This design comes from an exercise in tuning for small area on the open sky130 flow, not from production work. The RTL was checked by simulation tests, not by an equivalence proof against the original design. The flow treats the clock pin as an ideal source, which a real chip does not have. No activity file was given, so power comes from the tool's default toggle rates.

[flow/config.mk]
export PLATFORM = sky130hd
export DESIGN_NAME = votingMachine
export DESIGN_NICKNAME = votingMachine
export VERILOG_FILES = /design/flow/design.v
export SDC_FILE = /design/flow/constraint.sdc
export NUM_CORES = 4
export LEC_CHECK = 0
export ABC_AREA = 1
export CAP_MARGIN = 20
export CORE_MARGIN = 2
export CORE_UTILIZATION = 60
export PLACE_DENSITY = 0.85
export SLEW_MARGIN = 20
[flow/constraint.sdc]
create_clock -name core_clock -period 15.0 [get_ports {clock}]
set_input_delay 3.0000 -clock core_clock [delete_from_list [all_inputs] [get_ports {clock}]]
set_output_delay 3.0000 -clock core_clock [all_outputs]
set_load 0.01 [all_outputs]
[flow/design.v]
module buttonControl (
  input  wire clock,
  input  wire reset,
  input  wire button_raw,
  output wire valid_vote,
  output wire pressed_level
);
  reg       sync_0;
  reg [8:0] debounce_cnt;
  reg       debounced;
  reg [3:0] hold_cnt;
  wire mismatch = sync_0 ^ debounced;
  localparam [8:0] INV = 9'b101010101;
  wire [8:0] lfsr   = debounce_cnt ^ INV;
  wire term     = (lfsr == 9'd148);
  wire clr      = reset | ~mismatch | term;
  wire [8:0] lfsr_next = {lfsr[7:0], ~(lfsr[8] ^ lfsr[4])};
  reg [3:0] hold_next;
  always @(*) begin
    case ({debounced, hold_cnt})
      5'd0 : hold_next = 4'd12;
      5'd1 : hold_next = 4'd12;
      5'd2 : hold_next = 4'd12;
      5'd3 : hold_next = 4'd12;
      5'd4 : hold_next = 4'd12;
      5'd5 : hold_next = 4'd12;
      5'd6 : hold_next = 4'd12;
      5'd7 : hold_next = 4'd12;
      5'd8 : hold_next = 4'd8;
      5'd9 : hold_next = 4'd12;
      5'd10: hold_next = 4'd12;
      5'd11: hold_next = 4'd12;
      5'd12: hold_next = 4'd8;
      5'd13: hold_next = 4'd12;
      5'd14: hold_next = 4'd8;
      5'd15: hold_next = 4'd12;
      5'd16: hold_next = 4'd1;
      5'd17: hold_next = 4'd3;
      5'd18: hold_next = 4'd5;
      5'd19: hold_next = 4'd6;
      5'd20: hold_next = 4'd9;
      5'd21: hold_next = 4'd11;
      5'd22: hold_next = 4'd13;
      5'd23: hold_next = 4'd15;
      5'd24: hold_next = 4'd0;
      5'd25: hold_next = 4'd2;
      5'd26: hold_next = 4'd4;
      5'd27: hold_next = 4'd7;
      5'd28: hold_next = 4'd8;
      5'd29: hold_next = 4'd10;
      5'd30: hold_next = 4'd8;
      5'd31: hold_next = 4'd15;
    endcase
    if (reset) hold_next = 4'd8;
  end
  always @(posedge clock) begin
    sync_0       <= ~reset & button_raw;
    debounce_cnt <= clr ? (9'd170 ^ INV) : lfsr_next ^ INV;
    debounced    <= ~reset & (debounced ^ (mismatch & term));
    hold_cnt     <= hold_next;
  end
  assign valid_vote    = (hold_cnt == 4'd7);
  assign pressed_level = (hold_cnt != 4'd8) & (hold_cnt != 4'd0);
endmodule
module voteLogger(
  input             clock,
  input             reset,
  input             mode,
  input             cand1_vote_valid,
  input             cand2_vote_valid,
  input             cand3_vote_valid,
  input             cand4_vote_valid,
  output reg [7:0]  cand1_vote_recvd,
  output reg [7:0]  cand2_vote_recvd,
  output reg [7:0]  cand3_vote_recvd,
  output reg [7:0]  cand4_vote_recvd
);
  wire en1 = ~mode & cand1_vote_valid;
  wire en2 = ~mode & ~cand1_vote_valid & cand2_vote_valid;
  wire en3 = ~mode & ~cand1_vote_valid & ~cand2_vote_valid & cand3_vote_valid;
  wire en4 = ~mode & ~cand1_vote_valid & ~cand2_vote_valid & ~cand3_vote_valid & cand4_vote_valid;
  function [7:0] inc(input [7:0] c, input en);
    reg t;
    integer i;
    begin
      t = en;
      for (i = 0; i < 8; i = i + 1) begin
        inc[i] = c[i] ^ t;
        t = t & c[i];
      end
    end
  endfunction
  always @(posedge clock) begin
    cand1_vote_recvd <= reset ? 8'd0 : inc(cand1_vote_recvd, en1);
    cand2_vote_recvd <= reset ? 8'd0 : inc(cand2_vote_recvd, en2);
    cand3_vote_recvd <= reset ? 8'd0 : inc(cand3_vote_recvd, en3);
    cand4_vote_recvd <= reset ? 8'd0 : inc(cand4_vote_recvd, en4);
  end
endmodule
module modeControl(
  input             clock,
  input             reset,
  input             mode,
  input             valid_vote_casted,
  input      [7:0]  candidate1_vote,
  input      [7:0]  candidate2_vote,
  input      [7:0]  candidate3_vote,
  input      [7:0]  candidate4_vote,
  input             candidate1_button_pressed_level,
  input             candidate2_button_pressed_level,
  input             candidate3_button_pressed_level,
  input             candidate4_button_pressed_level,
  output     [7:0]  leds
);
  reg [6:0] flash_r;
  localparam [6:0] INV = 7'b1010101;
  wire [6:0] flash = flash_r ^ INV;
  wire flash_on = |flash;
  wire fb = (flash[6] ^ flash[5]) & |flash[5:0];
  always @(posedge clock) begin
    if (reset)
      flash_r <= INV;
    else if (valid_vote_casted)
      flash_r <= 7'd72 ^ INV;
    else
      flash_r <= {flash[5:0], fb} ^ INV;
  end
  reg sel_on, sel_1, sel_2, sel_3, sel_4;
  wire p1 = candidate1_button_pressed_level;
  wire p2 = candidate2_button_pressed_level;
  wire p3 = candidate3_button_pressed_level;
  wire p4 = candidate4_button_pressed_level;
  always @(posedge clock) begin
    sel_on <= ~reset & ~mode & flash_on;
    sel_1  <= ~reset & mode & p1;
    sel_2  <= ~reset & mode & ~p1 & p2;
    sel_3  <= ~reset & mode & ~p1 & ~p2 & p3;
    sel_4  <= ~reset & mode & ~p1 & ~p2 & ~p3 & p4;
  end
  assign leds = {8{sel_on}}
              | ({8{sel_1}} & candidate1_vote)
              | ({8{sel_2}} & candidate2_vote)
              | ({8{sel_3}} & candidate3_vote)
              | ({8{sel_4}} & candidate4_vote);
endmodule
module results(
  input  wire [7:0] cand1,
  input  wire [7:0] cand2,
  input  wire [7:0] cand3,
  input  wire [7:0] cand4,
  output reg  [2:0] winner_id,
  output reg  [7:0] winner_votes,
  output reg        tie
);
  reg [3:0] alive;
  integer b;
  always @(*) begin
    alive = 4'b1111;
    for (b = 7; b >= 0; b = b - 1) begin
      winner_votes[b] = (alive[0] & cand1[b]) | (alive[1] & cand2[b]) |
                        (alive[2] & cand3[b]) | (alive[3] & cand4[b]);
      alive = alive & ({cand4[b], cand3[b], cand2[b], cand1[b]} | {4{~winner_votes[b]}});
    end
    tie = (alive[0] & (alive[1] | alive[2] | alive[3])) |
          (alive[1] & (alive[2] | alive[3])) |
          (alive[2] & alive[3]);
    winner_id = tie ? 3'd0 :
                alive[0] ? 3'd1 : alive[1] ? 3'd2 : alive[2] ? 3'd3 : 3'd4;
  end
endmodule
module votingMachine(
  input        clock,
  input        reset,
  input        mode,
  input        button1_raw,
  input        button2_raw,
  input        button3_raw,
  input        button4_raw,
  output [7:0] led,
  output [2:0] winner_id,
  output [7:0] winner_votes,
  output       tie,
  output [7:0] cand1_count,
  output [7:0] cand2_count,
  output [7:0] cand3_count,
  output [7:0] cand4_count
);
  wire valid_vote_1, valid_vote_2, valid_vote_3, valid_vote_4;
  wire pressed_1, pressed_2, pressed_3, pressed_4;
  wire [7:0] c1, c2, c3, c4;
  wire anyValidVote = valid_vote_1 | valid_vote_2 | valid_vote_3 | valid_vote_4;
  buttonControl bc1(clock, reset, button1_raw, valid_vote_1, pressed_1);
  buttonControl bc2(clock, reset, button2_raw, valid_vote_2, pressed_2);
  buttonControl bc3(clock, reset, button3_raw, valid_vote_3, pressed_3);
  buttonControl bc4(clock, reset, button4_raw, valid_vote_4, pressed_4);
  voteLogger VL(
    clock, reset, mode,
    valid_vote_1, valid_vote_2, valid_vote_3, valid_vote_4,
    c1, c2, c3, c4
  );
  modeControl MC(
    clock, reset, mode, anyValidVote,
    c1, c2, c3, c4,
    pressed_1, pressed_2, pressed_3, pressed_4,
    led
  );
  results RES(c1, c2, c3, c4, winner_id, winner_votes, tie);
  assign cand1_count = c1;
  assign cand2_count = c2;
  assign cand3_count = c3;
  assign cand4_count = c4;
endmodule
[flow/flow/run.sh]
#!/bin/bash
# Own layout flow: the standard ORFS flow (standard.sh) with
#  - no separate adder mapping, and an area-oriented ABC mapping script (area.abc) in place of ORFS's,
#    applied through a wrapper around the standard flow's unchanged synthesis script;
#  - the smallest buffer for the port buffers;
#  - clock tree synthesis with clkbuf_4 buffers and no dummy loads, after
#    which post_cts.tcl upsizes to clkbuf_8 the leaf buffers whose
#    flip-flop clock pins would otherwise see a slow slew.
# Each tool's output goes to a log in this folder.
set -uo pipefail
HERE=$(pwd)
cat > my_synth.tcl <<EOT
proc abc {args} {
  set i [lsearch -exact \$args -script]
  if {\$i >= 0} { lset args [expr {\$i+1}] $HERE/flow/area.abc }
  puts "abc wrapper: [join \$args]"
  yosys abc {*}\$args
}
source $HERE/synth_recipe.tcl
EOT
source flow/settings.sh
bash standard.sh SYNTH_SCRIPT=$HERE/my_synth.tcl "${EXTRA[@]}" finish > flow_make.log 2>&1
rc=$?
cp -r orfs/logs/sky130hd/votingMachine/base orfs_logs 2>/dev/null
exit $rc
[flow/flow/area.abc]
strash; &get -n; &dch -f; &nf -R 1000; &put
[flow/flow/post_cts.tcl]
# Upsize clock-tree leaf buffers whose flip-flop clock pins would see a slow
# slew: CTS builds the tree with clkbuf_4, which is enough for most leaves.
# Only buffers that drive flip-flop clock pins are looked at.
estimate_parasitics -placement
set changed 0
foreach inst [get_cells clkbuf_*] {
  if {[get_property $inst ref_name] ne "sky130_fd_sc_hd__clkbuf_4"} { continue }
  set net [get_nets -of_objects [get_pins -of_objects $inst -filter "direction==output"]]
  set mx 0
  foreach p [get_pins -of_objects $net -filter "direction==input"] {
    if {[get_property $p lib_pin_name] ne "CLK"} { continue }
    set s [get_property $p slew_max]
    if {$s > $mx} { set mx $s }
  }
  if {$mx > 0.110} {
    puts "upsizing [get_property $inst full_name]: slew $mx"
    replace_cell $inst [get_lib_cells */sky130_fd_sc_hd__clkbuf_8]
    incr changed
  }
}
if {$changed > 0} {
  detailed_placement
  estimate_parasitics -placement
}
[flow/flow/settings.sh]
EXTRA=(
  "ADDER_MAP_FILE="
  "BUFFER_PORTS_ARGS=-buffer_cell sky130_fd_sc_hd__buf_1"
  "CTS_ARGS=-sink_clustering_enable -repair_clock_nets -dont_use_dummy_load -buf_list sky130_fd_sc_hd__clkbuf_4"
  "POST_CTS_TCL=$HERE/flow/post_cts.tcl"
)
[flow/standard.sh]
#!/bin/bash
# synth_recipe.tcl (not shown) runs the flow's synth.tcl, then flattens the netlist and writes it again
# the make line also repeats each setting of config.mk as NAME=value (left out here)
make -C /OpenROAD-flow-scripts/flow DESIGN_CONFIG=/design/flow/config.mk WORK_HOME=/design/flow/orfs CLKGATE_MAP_FILE= SYNTH_SCRIPT=/design/flow/synth_recipe.tcl "${@:-finish}"
==> impl_metrics.env, run 1 <==
export IMPL_outcome="finished clean"
export IMPL_drt_wl_total_um=8630
export IMPL_dp_hpwl_um=6110
export IMPL_irDropWorstVdd_mv=0.0858
export IMPL_die_x_um=84.7
export IMPL_rrSetupSlack_ps=12570
export IMPL_p_leak_uw=0.00165
export IMPL_cp_slowest_cell="nor4_1"
export IMPL_gr_usage_met1_pct=31.2
export IMPL_p_total_uw=415
export IMPL_hold_viol_final=0
export IMPL_grt_max_degree=38
export IMPL_cts_tree="built"
export IMPL_critPathMaxFanout=7
export IMPL_dpl_cell_area_sq_mm=0.00423
export IMPL_power_density_mw_per_mm2=95.8
export IMPL_clk_latency_ps=440
export IMPL_syn_inst=444
export IMPL_core_region_area_sq_mm=0.00631
export IMPL_synth_seq_cells=104
export IMPL_routed_via_density=6.00
export IMPL_fmax_ghz=0.0925
export IMPL_drt_wirelength_per_cell_um=14.6
export IMPL_finalMaxSlewViolations=0
export IMPL_drtIter0Drc=302
export IMPL_finalSetupTns_ps=0
export IMPL_grt_pass1_wl_um=15000
export IMPL_busiest_layer="met2"
export IMPL_syn2layout_area_growth_pct=10.9
export IMPL_worst_ep_required_time_ps=12000
export IMPL_antenna_left=0
export IMPL_n_fill_cell=527
export IMPL_crit_type="register to output pin"
export IMPL_synth_cell_type_count=35
export IMPL_overflow=0
export IMPL_clock_skew_ps=32.9
export IMPL_vias=3536
export IMPL_ff2ff_path_depth=9
export IMPL_crit_path_end_kind="output pin"
export IMPL_diodes=0
export IMPL_timing_critical_path_from_type="register"
export IMPL_port_buffers=58
export IMPL_routabilityCongestion=0.962
export IMPL_syn_avg_cell_area_sq_um=8.80
export IMPL_rows=29
export IMPL_slowest_delay_ps=840
export IMPL_synth_nets=451
export IMPL_layout_nets=521
export IMPL_synth_main_ff_cell="dfxtp_1"
export IMPL_crit_cells=31
export IMPL_antenna_found_initial=0
export IMPL_use_met2_pct=43.8
export IMPL_die_height_um=84.7
export IMPL_maxCapViolations=0
export IMPL_layout_min_cycle_time_ps=10810
export IMPL_grt_pass1_vias=3322
export IMPL_tightest_slew_ps=956
export IMPL_dr_pass1_iters=7
export IMPL_final_cell_mix="dfxtp_1 (104), nand2_1 (59), buf_1 (58)"
export IMPL_synth_seq_area_share_pct=53.3
export IMPL_netlist_area_sq_mm=0.00391
export IMPL_yosys_warnings=4
export IMPL_post_route_period_util_pct=72.1
export IMPL_synth_edf_count=0
export IMPL_die_area_sq_mm=0.00717
export IMPL_cp_top_family="compound AO/OA/AOI/OAI gates"
export IMPL_drive_gt1_share_pct=1.95
export IMPL_cts_sinks=104
export IMPL_use_met3_pct=5.51
export IMPL_min_path_cells=1
export IMPL_setup_viol=0
export IMPL_cp_buffers_inverters=4
export IMPL_async_flop_share_pct=0
export IMPL_crit_path_frequent_cell="o21ai_0"
export IMPL_grtUsageTotal_pct=25.5
export IMPL_initial_core_util_pct=61.9
export IMPL_clk_pin_slew_ps=110
export IMPL_final_area_sq_mm=0.00433
export IMPL_rsz0062_at_grt="false"
export IMPL_hp_class="register to register"
export IMPL_hold_slack_ps=356
export IMPL_drc_errors=0
export IMPL_num_io_pins=59
export IMPL_slew_headroom_pct=35.7
export IMPL_layout_commonest_cell="dfxtp_1"
export IMPL_critPathArrivalTime_ps=7810
[Yosys cell counts, drive strengths merged (4+ instances only)]
library cell | instances | area, sq um
nor2 | 30 | 113
a222oi | 11 | 110
o21ai | 45 | 225
nor2b | 4 | 25.0
clkinv | 26 | 97.6
nand2 | 59 | 221
xnor2 | 5 | 43.8
nand3 | 9 | 45.0
and3 | 23 | 144
mux2i | 4 | 40.0
xor2 | 4 | 35.0
dfxtp | 104 | 2080
o21a | 6 | 45.0
and2 | 9 | 56.3
nor3 | 24 | 120
a21oi | 42 | 210
[final timing paths]
check,start,endpoint
min,bc1.debounce_cnt[7]$_SDFF_PP1_,bc1.debounce_cnt[8]$_SDFF_PP1_
max,VL.cand4_vote_recvd[7]$_SDFF_PP0_,winner_id[0]
max reg2reg,bc3.hold_cnt[3]$_SDFF_PP1_,VL.cand4_vote_recvd[7]$_SDFF_PP0_
min reg2reg,bc1.debounce_cnt[7]$_SDFF_PP1_,bc1.debounce_cnt[8]$_SDFF_PP1_
[flip-flops by register name, indices dropped and copies added, names as in the netlist, 4 cells and up]
register / cells
bc1.debounce_cnt: 9
bc2.debounce_cnt: 9
bc3.debounce_cnt: 9
bc4.debounce_cnt: 9
VL.cand1_vote_recvd: 8
VL.cand2_vote_recvd: 8
VL.cand3_vote_recvd: 8
VL.cand4_vote_recvd: 8
MC.flash_r: 7
bc1.hold_cnt: 4
bc2.hold_cnt: 4
bc3.hold_cnt: 4
bc4.hold_cnt: 4
[power breakdown]
part           leakage [uW]  total [uW]  internal, uW  switching [uW]
clock             0.0000569         123          45.0            78.1
combinational      0.000745        9.12          3.33            5.78
sequential         0.000845         283           280            2.66
total               0.00165         415           329            86.6
[through the flow]
| stage | util (%) | instances | worst slack, ps |
|---|---|---|---|
| after floorplan | - | 444 | 5720 |
| after global placement | 67.0 | 580 | 5680 |
| after detailed placement | 67.0 | 580 | 4910 |
| after global routing | 68.6 | 589 | 3440 |
| final | 68.6 | 589 | 4190 |
[cell type report]
class	instances	area, sq um	area share (%)
tap	77	96.3	2.22
inverter	26	97.6	2.25
multi-input combinational	314	1730	39.9
sequential	104	2080	48.0
clock buffer	9	105	2.42
timing repair buffer	59	225	5.20
[routing by layer]
metal | share of wire, % | vias to the layer above
met3 | 6.1 | 19
met4 | 1.7 | 0
li1 | - | 1736
met5 | 0 | -
met2 | 50 | 124
met1 | 42 | 1657
[logic make-up (layout without fill, tap and decap cells)]
family,count (synthesis),count (layout),share of synthesized area (%)
buf+inv,26,94,2.50
compound gates,124,124,19.1
mux,4,4,1.02
simple gates,177,177,22.1
xor+xnor,9,9,2.02
flops,104,104,53.3
[worst register-to-register path: stages, from the launching register on]
cell and delay, ps:
dfxtp_1 400, clkinv_1 110, nand4_1 150, o21ai_0 140, nor4_1 450, and3_1 280
and3_1 240, and3_1 280, and3_1 180, nor3_1 50
==> run 2, diff against run 1 <==
--- a/flow/config.mk
+++ b/flow/config.mk
@@ -11,3 +11,2 @@
 export CORE_UTILIZATION = 60
-export PLACE_DENSITY = 0.85
 export SLEW_MARGIN = 20
==> run 2 against run 1 <==
  * Sequential share of layout area shrank 0.069 points
  * Via count shrank 2.4%
  * Critical path depth is the same
  * Register-to-register slack gained 50 ps
  * Core utilization grew 0.099 points
  * Clock skew shrank 15 ps
  * Clock power grew 3%
  * Worst setup slack gained 100 ps
  * First-iteration DRC count shrank 30%
  * Wire length shrank 2.3%
  * Die area is the same
  * Final cell count is the same
==> impl_metrics.env, run 2 <==
export IMPL_outcome="finished clean"
export IMPL_slowest_delay_ps=790
export IMPL_grt_max_degree=38
export IMPL_antenna_found_initial=0
export IMPL_slew_headroom_pct=36.9
export IMPL_layout_nets=521
export IMPL_final_area_sq_mm=0.00434
export IMPL_crit_type="register to output pin"
export IMPL_p_leak_uw=0.00165
export IMPL_synth_cell_type_count=35
export IMPL_vias=3452
export IMPL_drc_errors=0
export IMPL_startpoint="VL.cand2_vote_recvd[7]$_SDFF_PP0_"
export IMPL_die_height_um=84.7
export IMPL_fmax_ghz=0.0934
export IMPL_critPathArrivalTime_ps=7710
export IMPL_hp_class="register to register"
export IMPL_busiest_layer="met2"
export IMPL_clk_pin_slew_ps=90
export IMPL_diodes=0
export IMPL_rr_endpoint="VL.cand2_vote_recvd[7]$_SDFF_PP0_"
export IMPL_post_route_period_util_pct=71.4
export IMPL_tightest_slew_ps=940
export IMPL_routabilityCongestion=0.935
export IMPL_rsz0062_at_grt="false"
export IMPL_dp_hpwl_um=5870
export IMPL_drt_wl_total_um=8430
export IMPL_rrSetupSlack_ps=12620
export IMPL_syn2layout_area_growth_pct=11.1
export IMPL_critPathMaxFanout=8
export IMPL_clk_latency_ps=430
export IMPL_finalMaxSlewViolations=0
export IMPL_r2r_start="bc1.hold_cnt[1]$_SDFF_PP0_"
export IMPL_async_flop_share_pct=0
export IMPL_min_path_cells=1
export IMPL_dr_pass1_iters=6
export IMPL_power_density_mw_per_mm2=96.6
export IMPL_synth_seq_area_share_pct=53.3
export IMPL_setup_viol=0
export IMPL_cp_slowest_cell="nor4_1"
export IMPL_endpoint="winner_id[0]"
export IMPL_synth_edf_count=0
export IMPL_netlist_area_sq_mm=0.00391
export IMPL_maxCapViolations=0
export IMPL_ys_top_cells_by_area="dfxtp_1 (53%), o21ai_0 (5.8%), nand2_1 (5.7%), a21oi_1 (5.4%), and3_1 (3.7%)"
export IMPL_p_total_uw=419
export IMPL_grtUsageTotal_pct=24.8
export IMPL_drtIter0Drc=212
export IMPL_final_cell_mix="dfxtp_1 (104), nand2_1 (59), buf_1 (58)"
export IMPL_irDropWorstVdd_mv=0.0905
export IMPL_yosys_top_cells_count="dfxtp_1 (104), nand2_1 (59), o21ai_0 (45)"
export IMPL_drt_wirelength_per_cell_um=14.3
export IMPL_port_buffers=58
export IMPL_die_x_um=84.7
export IMPL_crit_path_frequent_cell="o21ai_0"
export IMPL_synth_top_area_share_pct=53.3
export IMPL_n_fill_cell=542
export IMPL_regArea_sq_mm=0.00208
export IMPL_syn_avg_cell_area_sq_um=8.80
export IMPL_core_region_area_sq_mm=0.00631
export IMPL_yosys_area_top_type="dfxtp_1"
export IMPL_crit_path_end_kind="output pin"
export IMPL_drive_gt1_share_pct=1.95
export IMPL_die_area_sq_mm=0.00717
export IMPL_worst_ep_required_time_ps=12000
export IMPL_num_io_pins=59
export IMPL_multiInputGateArea_sq_mm=0.00173
export IMPL_timing_critical_path_from_type="register"
export IMPL_use_met2_pct=40.9
export IMPL_synth_seq_cells=104
export IMPL_yosysMostFrequentCell="dfxtp_1"
export IMPL_antenna_left=0
export IMPL_synth_main_ff_cell="dfxtp_1"
export IMPL_gr_usage_met1_pct=31.4
export IMPL_cts_tree="built"
export IMPL_finalSetupTns_ps=0
export IMPL_overflow=0
export IMPL_ff2ff_path_depth=10
export IMPL_hold_viol_final=0
export IMPL_yosys_warnings=4
export IMPL_syn_inst=444
export IMPL_initial_core_util_pct=61.9
export IMPL_clock_skew_ps=18.1
export IMPL_grt_pass1_wl_um=14400
export IMPL_routed_via_density=5.86
export IMPL_layout_min_cycle_time_ps=10710
export IMPL_use_met3_pct=7.28
export IMPL_grt_pass1_vias=3193
export IMPL_cts_sinks=104
export IMPL_synth_nets=451
export IMPL_dpl_cell_area_sq_mm=0.00423
export IMPL_layout_commonest_cell="dfxtp_1"
export IMPL_rows=29
==> run 2: changes by cell type in the layout (fill, tap and decap cells not counted) <==
cell	delta
clkbuf_4	-1
clkbuf_8	+1
==> run 2: critical path: cells and delay by family (launching register included) <==
kind,cells,cell delay (ps)
simple gates,5,1500
flops,1,390
buf+inv,4,630
compound gates,22,4780
==> run 2: worst min-delay path by stage <==
stage	from	endpoint	slack, ps
2_1_floorplan	MC.flash_r[1]$_SDFF_PP0_	MC.flash_r[2]$_SDFF_PP1_	350
3_3_place_gp	bc3.debounce_cnt[7]$_SDFF_PP1_	bc3.debounce_cnt[8]$_SDFF_PP1_	360
3_5_place_dp	bc4.debounce_cnt[6]$_SDFF_PP1_	bc4.debounce_cnt[7]$_SDFF_PP1_	370
5_1_grt	bc4.debounce_cnt[6]$_SDFF_PP1_	bc4.debounce_cnt[7]$_SDFF_PP1_	370
6_report	bc4.debounce_cnt[6]$_SDFF_PP1_	bc4.debounce_cnt[7]$_SDFF_PP1_	360
==> run 2: through the flow <==
stage	util (%)	cells	setup WS [ps]	hold WS, ps
final	68.7	589	4290	363
after global routing	68.7	589	3320	372
after detailed placement	67.0	580	5030	366
after global placement	67.0	580	5610	360
after floorplan	-	444	5720	353
==> run 2: layout make-up <==
class / instances / area share, %
sequential: 104 / 48.0
inverter: 26 / 2.25
multi-input combinational: 314 / 39.8
tap: 77 / 2.22
clock buffer: 9 / 2.57
timing repair buffer: 59 / 5.19
==> run 2: cell families after synthesis <==
| group | count (synthesis) | synth area share, % |
|---|---|---|
| AO/OA/AOI/OAI | 124 | 19.1 |
| multiplexers | 4 | 1.02 |
| AND/OR/NAND/NOR | 177 | 22.1 |
| flip-flops | 104 | 53.3 |
| XOR/XNOR | 9 | 2.02 |
| buffers and inverters | 26 | 2.50 |
==> run 2: where the power goes <==
part / total [uW] / internal (uW) / leakage, uW / switching, uW
Sequential: 283 / 280 / 0.000845 / 2.59
Clock: 127 / 47.8 / 0.0000595 / 79.3
Combinational: 9.06 / 3.33 / 0.000745 / 5.73
==> run 2: metal layers <==
layer / part of all wire, % / wire length [um]
met5: 0 / 0
met4: 1.1 / 91
met3: 6.5 / 550
met2: 48 / 4040
met1: 44 / 3750

what the ideal ports hide:
The results above use ideal ports. As a check the final layouts listed here were re-extracted and re-timed, cells and wires unchanged. Step 1 assumes that a clkbuf_16 drives the clock port and a buf_2 every other input. Step 2 adds t to the input delays and takes it off the output delays; t is the mean of the earliest and latest rising clock arrival at the registers after step 1. Input paths then give back, and output paths get back, about the clock's delay inside the block. Slacks: no drivers / after step 1 / after step 2; pairs: no drivers / after step 1.
| run | shift t [ns] | setup slack, ns | clock arrival spread, ns | worst register clock-pin slew, ns | worst data-port slew with drivers (ns) |
|---|---|---|---|---|---|
| run 1 | 0.454 | 4.188 / 4.159 / 4.612 | 0.033 / 0.033 | 0.11 / 0.11 | 0.03 |
| run 2 | 0.451 | 4.290 / 4.260 / 4.711 | 0.018 / 0.018 | 0.09 / 0.09 | 0.03 |
After both steps every run listed still meets setup and hold.
